From an optimization exercise on the open Yosys and OpenROAD flow, aimed at small area; shortcuts taken in it are not production practice. In this exercise RTL edits were held to simulation tests only and were not proved equivalent to the original. No driver is modelled on the clock port, so clocking that relies on it looks cheaper here than on a real chip. No activity file was given, so power comes from the tool's default toggle rates.

// driver
module driver(
    input clk,
    input rst,
    input NE1,
    input NWE,
    input [2:0] ADDR,
    input [7:0] DATA,
    output r,
    output g,
    output b,
    output h_sync,
    output v_sync
);
Size: roughly 350 cells after synthesis, ~47 flip-flops, roughly 20 I/O pins, roughly 2700 um2 of cells after synthesis.
export LEC_CHECK = 0
export CAP_MARGIN = 20
export CORE_MARGIN = 2
export CORE_UTILIZATION = 55
export GPL_TIMING_DRIVEN = 0
export PLACE_DENSITY = 0.7
export SLEW_MARGIN = 20
create_clock -name core_clock -period 5.0 [get_ports {clk}]
standard.sh (not shown) runs the stock make flow with config.mk's settings and CLKGATE_MAP_FILE= SYNTH_SCRIPT=/design/flow/synth_recipe.tcl, a recipe that flattens the netlist after the stock synthesis.
==> flow/flow/run.sh <==
#!/bin/bash
# Own layout flow: the standard ORFS flow (standard.sh), with these
# changes only:
#  - synthesis is the standard script, but ABC maps with flow/abc.script
#    (area-oriented) and the full-adder extraction step is skipped; the
#    flip-flops are mapped before ABC exactly as in the standard synthesis;
#  - port buffers use the smallest buffer (buf_1);
#  - instead of clock tree synthesis, flow/clock.tcl drives all flip-flops
#    from one clock buffer;
#  - timing repair only resizes and swaps pins (no new buffers), and after
#    the global-route repair, gates off the critical paths are downsized
#    again (RECOVER_POWER).
set -euo pipefail
W=$PWD
sed "s#log_cmd abc {\*}\$abc_args#log_cmd abc -script $W/flow/abc.script {*}[lrange \$abc_args 2 end]#" \
    "$FLOW_HOME/scripts/synth.tcl" > "$W/synth_mod.tcl"
grep -q "flow/abc.script" "$W/synth_mod.tcl"
sed "s#\$::env(SCRIPTS_DIR)/synth.tcl#$W/synth_mod.tcl#" "$W/synth_recipe.tcl" > "$W/my_synth.tcl"
grep -q "synth_mod.tcl" "$W/my_synth.tcl"
sed "s#SYNTH_SCRIPT=[^ ]*#SYNTH_SCRIPT=$W/my_synth.tcl#" "$W/standard.sh" > "$W/my_standard.sh"
grep -q "my_synth.tcl" "$W/my_standard.sh"
# ORFS scripts with clock_tree_synthesis replaced by flow/clock.tcl
rm -rf "$W/scripts"
cp -r "$FLOW_HOME/scripts" "$W/scripts"
sed -i 's#^log_cmd clock_tree_synthesis {\*}\$cts_args#source $::env(CLOCK_TCL)#' "$W/scripts/cts.tcl"
grep -q 'CLOCK_TCL' "$W/scripts/cts.tcl"
bash "$W/my_standard.sh" ADDER_MAP_FILE= \
    "BUFFER_PORTS_ARGS=-buffer_cell sky130_fd_sc_hd__buf_1" \
    "SCRIPTS_DIR=$W/scripts" \
    "CLOCK_TCL=$W/flow/clock.tcl" \
    CLOCK_BUF_CELL=sky130_fd_sc_hd__clkbuf_16 \
    RECOVER_POWER=100 \
    SETUP_MOVE_SEQUENCE=unbuffer,sizeup,swap \
    finish > "$W/flow_make.log" 2>&1
==> flow/flow/clock.tcl <==
# Clock distribution in place of clock_tree_synthesis: one clock buffer,
# placed at the centroid of the flip-flops, drives every clock pin; the
# clock port drives only that buffer.
set block [ord::get_db_block]
set clk_net [$block findNet clk]
set xs 0.0
set ys 0.0
set n 0
foreach it [$clk_net getITerms] {
  set bb [[$it getInst] getBBox]
  set xs [expr {$xs + ([$bb xMin] + [$bb xMax]) / 2.0}]
  set ys [expr {$ys + ([$bb yMin] + [$bb yMax]) / 2.0}]
  incr n
}
set dbu [$block getDbUnitsPerMicron]
set loc [list [expr {$xs / $n / $dbu}] [expr {$ys / $n / $dbu}]]
puts "clock.tcl: $n clock pins, buffer at $loc"
log_cmd insert_buffer -buffer_cell $::env(CLOCK_BUF_CELL) -net clk -location $loc \
  -buffer_name clkbuf_root -net_name clknet_root
set its [$clk_net getITerms]
if { [llength $its] != 1 } { error "clock.tcl: clock port drives [llength $its] pins" }
set buf [[lindex $its 0] getInst]
set out_net [[$buf findITerm X] getNet]
puts "clock.tcl: [$buf getName] ([[$buf getMaster] getName]) drives [$out_net getName], [llength [$out_net getITerms]] pins"
[[$buf findITerm A] getNet] setSigType CLOCK
$out_net setSigType CLOCK
Other scripts of this flow, unchanged in this note and not shown: flow/flow/abc.script
The starting point stopped in clock tree synthesis (4_1_cts).
Next try:
--- a/flow/flow/run.sh
+++ b/flow/flow/run.sh
@@ -7,7 +7,5 @@
 #  - port buffers use the smallest buffer (buf_1);
-#  - instead of clock tree synthesis, flow/clock.tcl drives all flip-flops
-#    from one clock buffer;
-#  - timing repair only resizes and swaps pins (no new buffers), and after
-#    the global-route repair, gates off the critical paths are downsized
-#    again (RECOVER_POWER).
+#  - clock tree synthesis inserts no dummy loads;
+#  - after the global-route timing repair, gates off the critical paths
+#    are downsized again (RECOVER_POWER).
 set -euo pipefail
@@ -21,12 +19,7 @@
 grep -q "my_synth.tcl" "$W/my_standard.sh"
-# ORFS scripts with clock_tree_synthesis replaced by flow/clock.tcl
-rm -rf "$W/scripts"
-cp -r "$FLOW_HOME/scripts" "$W/scripts"
-sed -i 's#^log_cmd clock_tree_synthesis {\*}\$cts_args#source $::env(CLOCK_TCL)#' "$W/scripts/cts.tcl"
-grep -q 'CLOCK_TCL' "$W/scripts/cts.tcl"
+CTS="-sink_clustering_enable -repair_clock_nets -dont_use_dummy_load"
+[ -f "$W/flow/cts_args" ] && CTS="$(cat "$W/flow/cts_args")"
 bash "$W/my_standard.sh" ADDER_MAP_FILE= \
     "BUFFER_PORTS_ARGS=-buffer_cell sky130_fd_sc_hd__buf_1" \
-    "SCRIPTS_DIR=$W/scripts" \
-    "CLOCK_TCL=$W/flow/clock.tcl" \
-    CLOCK_BUF_CELL=sky130_fd_sc_hd__clkbuf_16 \
+    "CTS_ARGS=$CTS" \
     RECOVER_POWER=100 \
removed: flow/flow/clock.tcl
The new run completed without violations.
Synthesized cell count does not change.
Area after synthesis is unchanged.
Next try:
--- a/flow/flow/run.sh
+++ b/flow/flow/run.sh
@@ -7,5 +7,7 @@
 #  - port buffers use the smallest buffer (buf_1);
-#  - clock tree synthesis inserts no dummy loads;
-#  - after the global-route timing repair, gates off the critical paths
-#    are downsized again (RECOVER_POWER).
+#  - instead of clock tree synthesis, flow/clock.tcl drives all flip-flops
+#    from one clock buffer;
+#  - timing repair only resizes and swaps pins (no new buffers), and after
+#    the global-route repair, gates off the critical paths are downsized
+#    again (RECOVER_POWER).
 set -euo pipefail
@@ -19,7 +21,12 @@
 grep -q "my_synth.tcl" "$W/my_standard.sh"
-CTS="-sink_clustering_enable -repair_clock_nets -dont_use_dummy_load"
-[ -f "$W/flow/cts_args" ] && CTS="$(cat "$W/flow/cts_args")"
+# ORFS scripts with clock_tree_synthesis replaced by flow/clock.tcl
+rm -rf "$W/scripts"
+cp -r "$FLOW_HOME/scripts" "$W/scripts"
+sed -i 's#^log_cmd clock_tree_synthesis {\*}\$cts_args#source $::env(CLOCK_TCL)#' "$W/scripts/cts.tcl"
+grep -q 'CLOCK_TCL' "$W/scripts/cts.tcl"
 bash "$W/my_standard.sh" ADDER_MAP_FILE= \
     "BUFFER_PORTS_ARGS=-buffer_cell sky130_fd_sc_hd__buf_1" \
-    "CTS_ARGS=$CTS" \
+    "SCRIPTS_DIR=$W/scripts" \
+    "CLOCK_TCL=$W/flow/clock.tcl" \
+    CLOCK_BUF_CELL=sky130_fd_sc_hd__clkbuf_16 \
     RECOVER_POWER=100 \
==> flow/flow/clock.tcl (new file) <==
# Clock distribution in place of clock_tree_synthesis: one clock buffer,
# placed at the centroid of the flip-flops, drives every clock pin; the
# clock port drives only that buffer.
set block [ord::get_db_block]
set clk_net [$block findNet clk]
set xs 0.0
set ys 0.0
set n 0
foreach it [$clk_net getITerms] {
  set bb [[$it getInst] getBBox]
  set xs [expr {$xs + ([$bb xMin] + [$bb xMax]) / 2.0}]
  set ys [expr {$ys + ([$bb yMin] + [$bb yMax]) / 2.0}]
  incr n
}
set dbu [$block getDbUnitsPerMicron]
set loc [list [expr {$xs / $n / $dbu}] [expr {$ys / $n / $dbu}]]
puts "clock.tcl: $n clock pins, buffer at $loc"
log_cmd insert_buffer -buffer_cell $::env(CLOCK_BUF_CELL) -net clk -location $loc \
  -buffer_name clkbuf_root -net_name clknet_root
$clk_net setSigType CLOCK
[$block findNet clknet_root] setSigType CLOCK
With this change the flow died in clock tree synthesis (4_1_cts).
Synthesized area stays the same.
Synthesized cell count does not change.
Next try:
--- a/flow/flow/run.sh
+++ b/flow/flow/run.sh
@@ -7,4 +7,3 @@
 #  - port buffers use the smallest buffer (buf_1);
-#  - instead of clock tree synthesis, flow/clock.tcl drives all flip-flops
-#    from one clock buffer;
+#  - clock tree synthesis inserts no dummy loads;
 #  - timing repair only resizes and swaps pins (no new buffers), and after
@@ -21,12 +20,7 @@
 grep -q "my_synth.tcl" "$W/my_standard.sh"
-# ORFS scripts with clock_tree_synthesis replaced by flow/clock.tcl
-rm -rf "$W/scripts"
-cp -r "$FLOW_HOME/scripts" "$W/scripts"
-sed -i 's#^log_cmd clock_tree_synthesis {\*}\$cts_args#source $::env(CLOCK_TCL)#' "$W/scripts/cts.tcl"
-grep -q 'CLOCK_TCL' "$W/scripts/cts.tcl"
+CTS="-sink_clustering_enable -repair_clock_nets -dont_use_dummy_load"
+[ -f "$W/flow/cts_args" ] && CTS="$(cat "$W/flow/cts_args")"
 bash "$W/my_standard.sh" ADDER_MAP_FILE= \
     "BUFFER_PORTS_ARGS=-buffer_cell sky130_fd_sc_hd__buf_1" \
-    "SCRIPTS_DIR=$W/scripts" \
-    "CLOCK_TCL=$W/flow/clock.tcl" \
-    CLOCK_BUF_CELL=sky130_fd_sc_hd__clkbuf_16 \
+    "CTS_ARGS=$CTS" \
     RECOVER_POWER=100 \
removed: flow/flow/clock.tcl
The new run produced a clean layout.
Synthesized area is unchanged.
Synthesized cell count does not change.


driver, a different RTL version from the one above (not shown whole).
Size in the first run: about 400 cells after synthesis, about 20 I/O pins.
export LEC_CHECK = 0
export CAP_MARGIN = 20
export CORE_MARGIN = 2
export CORE_UTILIZATION = 55
export GPL_TIMING_DRIVEN = 0
export PLACE_DENSITY = 0.7
export SLEW_MARGIN = 20
create_clock -name core_clock -period 5.0 [get_ports {clk}]
==> flow/flow/run.sh <==
#!/bin/bash
# Own layout flow: the standard ORFS flow (standard.sh), with these
# changes only:
#  - synthesis is the standard script, but ABC maps with flow/abc.script
#    (area-oriented) and the full-adder extraction step is skipped; the
#    flip-flops are mapped before ABC exactly as in the standard synthesis;
#  - port buffers use the smallest buffer (buf_1);
#  - clock tree synthesis inserts no dummy loads.
set -euo pipefail
W=$PWD
sed "s#log_cmd abc {\*}\$abc_args#log_cmd abc -script $W/flow/abc.script {*}[lrange \$abc_args 2 end]#" \
    "$FLOW_HOME/scripts/synth.tcl" > "$W/synth_mod.tcl"
grep -q "flow/abc.script" "$W/synth_mod.tcl"
sed "s#\$::env(SCRIPTS_DIR)/synth.tcl#$W/synth_mod.tcl#" "$W/synth_recipe.tcl" > "$W/my_synth.tcl"
grep -q "synth_mod.tcl" "$W/my_synth.tcl"
sed "s#SYNTH_SCRIPT=[^ ]*#SYNTH_SCRIPT=$W/my_synth.tcl#" "$W/standard.sh" > "$W/my_standard.sh"
grep -q "my_synth.tcl" "$W/my_standard.sh"
CTS="-sink_clustering_enable -repair_clock_nets -dont_use_dummy_load"
[ -f "$W/flow/cts_args" ] && CTS="$(cat "$W/flow/cts_args")"
bash "$W/my_standard.sh" ADDER_MAP_FILE= \
    "BUFFER_PORTS_ARGS=-buffer_cell sky130_fd_sc_hd__buf_1" \
    "CTS_ARGS=$CTS" \
    finish > "$W/flow_make.log" 2>&1
==> flow/flow/abc.script <==
strash
dch -f
amap
topo
upsize -D 3400
dnsize -D 3400
==> flow/flow/cts_args <==
-repair_clock_nets -dont_use_dummy_load -buf_list sky130_fd_sc_hd__clkbuf_8
==> next run, changes <==
--- a/flow/flow/run.sh
+++ b/flow/flow/run.sh
@@ -17,5 +17,5 @@
 grep -q "my_synth.tcl" "$W/my_standard.sh"
 CTS="-sink_clustering_enable -repair_clock_nets -dont_use_dummy_load"
-[ -f "$W/flow/cts_args" ] && CTS="$(cat "$W/flow/cts_args")"
+[ -f "$W/flow/cts_args" ] && CTS="$CTS $(cat "$W/flow/cts_args")"
 bash "$W/my_standard.sh" ADDER_MAP_FILE= \
     "BUFFER_PORTS_ARGS=-buffer_cell sky130_fd_sc_hd__buf_1" \
==> flow/flow/abc.script (replaced) <==
strash
dch -f
amap
topo
upsize -D 3800
dnsize -D 3800
removed: flow/flow/cts_args
The changed run passed the timing, DRC and antenna checks.
Via count increases slightly.
Routed wire length increases by a few percent.
Design area stays flat.
Register-to-register slack loses 0.03 ns.
Clock skew shrinks by 0.0075 ns.
Sequential cell count does not change.
Final cell count went up slightly.
First-iteration DRC count increases by a quarter to a third.
Worst hold slack gets worse by 0.0061 ns.
==> next run, changes <==
--- a/flow/flow/run.sh
+++ b/flow/flow/run.sh
@@ -17,5 +17,5 @@
 grep -q "my_synth.tcl" "$W/my_standard.sh"
 CTS="-sink_clustering_enable -repair_clock_nets -dont_use_dummy_load"
-[ -f "$W/flow/cts_args" ] && CTS="$CTS $(cat "$W/flow/cts_args")"
+[ -f "$W/flow/cts_args" ] && CTS="$(cat "$W/flow/cts_args")"
 bash "$W/my_standard.sh" ADDER_MAP_FILE= \
     "BUFFER_PORTS_ARGS=-buffer_cell sky130_fd_sc_hd__buf_1" \
==> flow/flow/abc.script (replaced) <==
strash
dch -f
amap
topo
upsize -D 3400
dnsize -D 3400
Settings changed: CORE_UTILIZATION 55 to 70, PLACE_DENSITY 0.7 to 0.85.
Die area drops by 18%.
Worst setup slack improves by 0.092 ns.
Sequential power barely changes.
Power fell by about 2.8%.
Wire length went down by about 3%.
Final cell count goes down by 4.9%.
Synthesized cell count stays the same.
Via count is higher by about 2.2%.
Clock-buffer cell count stays the same.
Synthesized area came out higher by about 3.7%.
==> next run, changes <==
--- a/flow/flow/run.sh
+++ b/flow/flow/run.sh
@@ -17,5 +17,5 @@
 grep -q "my_synth.tcl" "$W/my_standard.sh"
 CTS="-sink_clustering_enable -repair_clock_nets -dont_use_dummy_load"
-[ -f "$W/flow/cts_args" ] && CTS="$(cat "$W/flow/cts_args")"
+[ -f "$W/flow/cts_args" ] && CTS="$CTS $(cat "$W/flow/cts_args")"
 bash "$W/my_standard.sh" ADDER_MAP_FILE= \
     "BUFFER_PORTS_ARGS=-buffer_cell sky130_fd_sc_hd__buf_1" \
Settings changed: CORE_UTILIZATION 70 to 55, PLACE_DENSITY 0.85 to 0.7.
What happened: The new run completed without violations; worst hold slack improves by 0.0090 ns; clock skew rose by 0.020 ns; sequential power barely changes; power rose by 0.48%.

==> what the ideal ports hide <==
In the flow no input, the clock included, has a driving cell. The finished layouts below were timed again as built, in two steps. Step 1 assumes that a clkbuf_16 drives the clock port and a buf_2 every other input. Step 2 moves the port delays by t, midway between the first and last clock arrival at a register: inputs arrive t later, outputs are due t later. That takes back most of the time a late clock gives input paths. Slacks: ideal / step 1 / step 2; pairs: ideal / step 1.
run | t (ns) | setup WS [ns] | worst hold slack (ns)
the second run of note 1 | 0.314 | 0.516 / 0.516 / 0.516 | 0.424 / 0.424 / 0.424
the fourth run of note 1 | 0.314 | 0.516 / 0.516 / 0.516 | 0.424 / 0.424 / 0.424
the first run of note 2 | 0.323 | 0.396 / 0.396 / 0.396 | 0.416 / 0.416 / 0.416
the second run of note 2 | 0.326 | 0.371 / 0.371 / 0.371 | 0.410 / 0.410 / 0.410
the third run of note 2 | 0.315 | 0.463 / 0.463 / 0.463 | 0.407 / 0.407 / 0.407
the fourth run of note 2 | 0.323 | 0.396 / 0.396 / 0.396 | 0.416 / 0.416 / 0.416
After both steps every run listed still meets setup and hold.
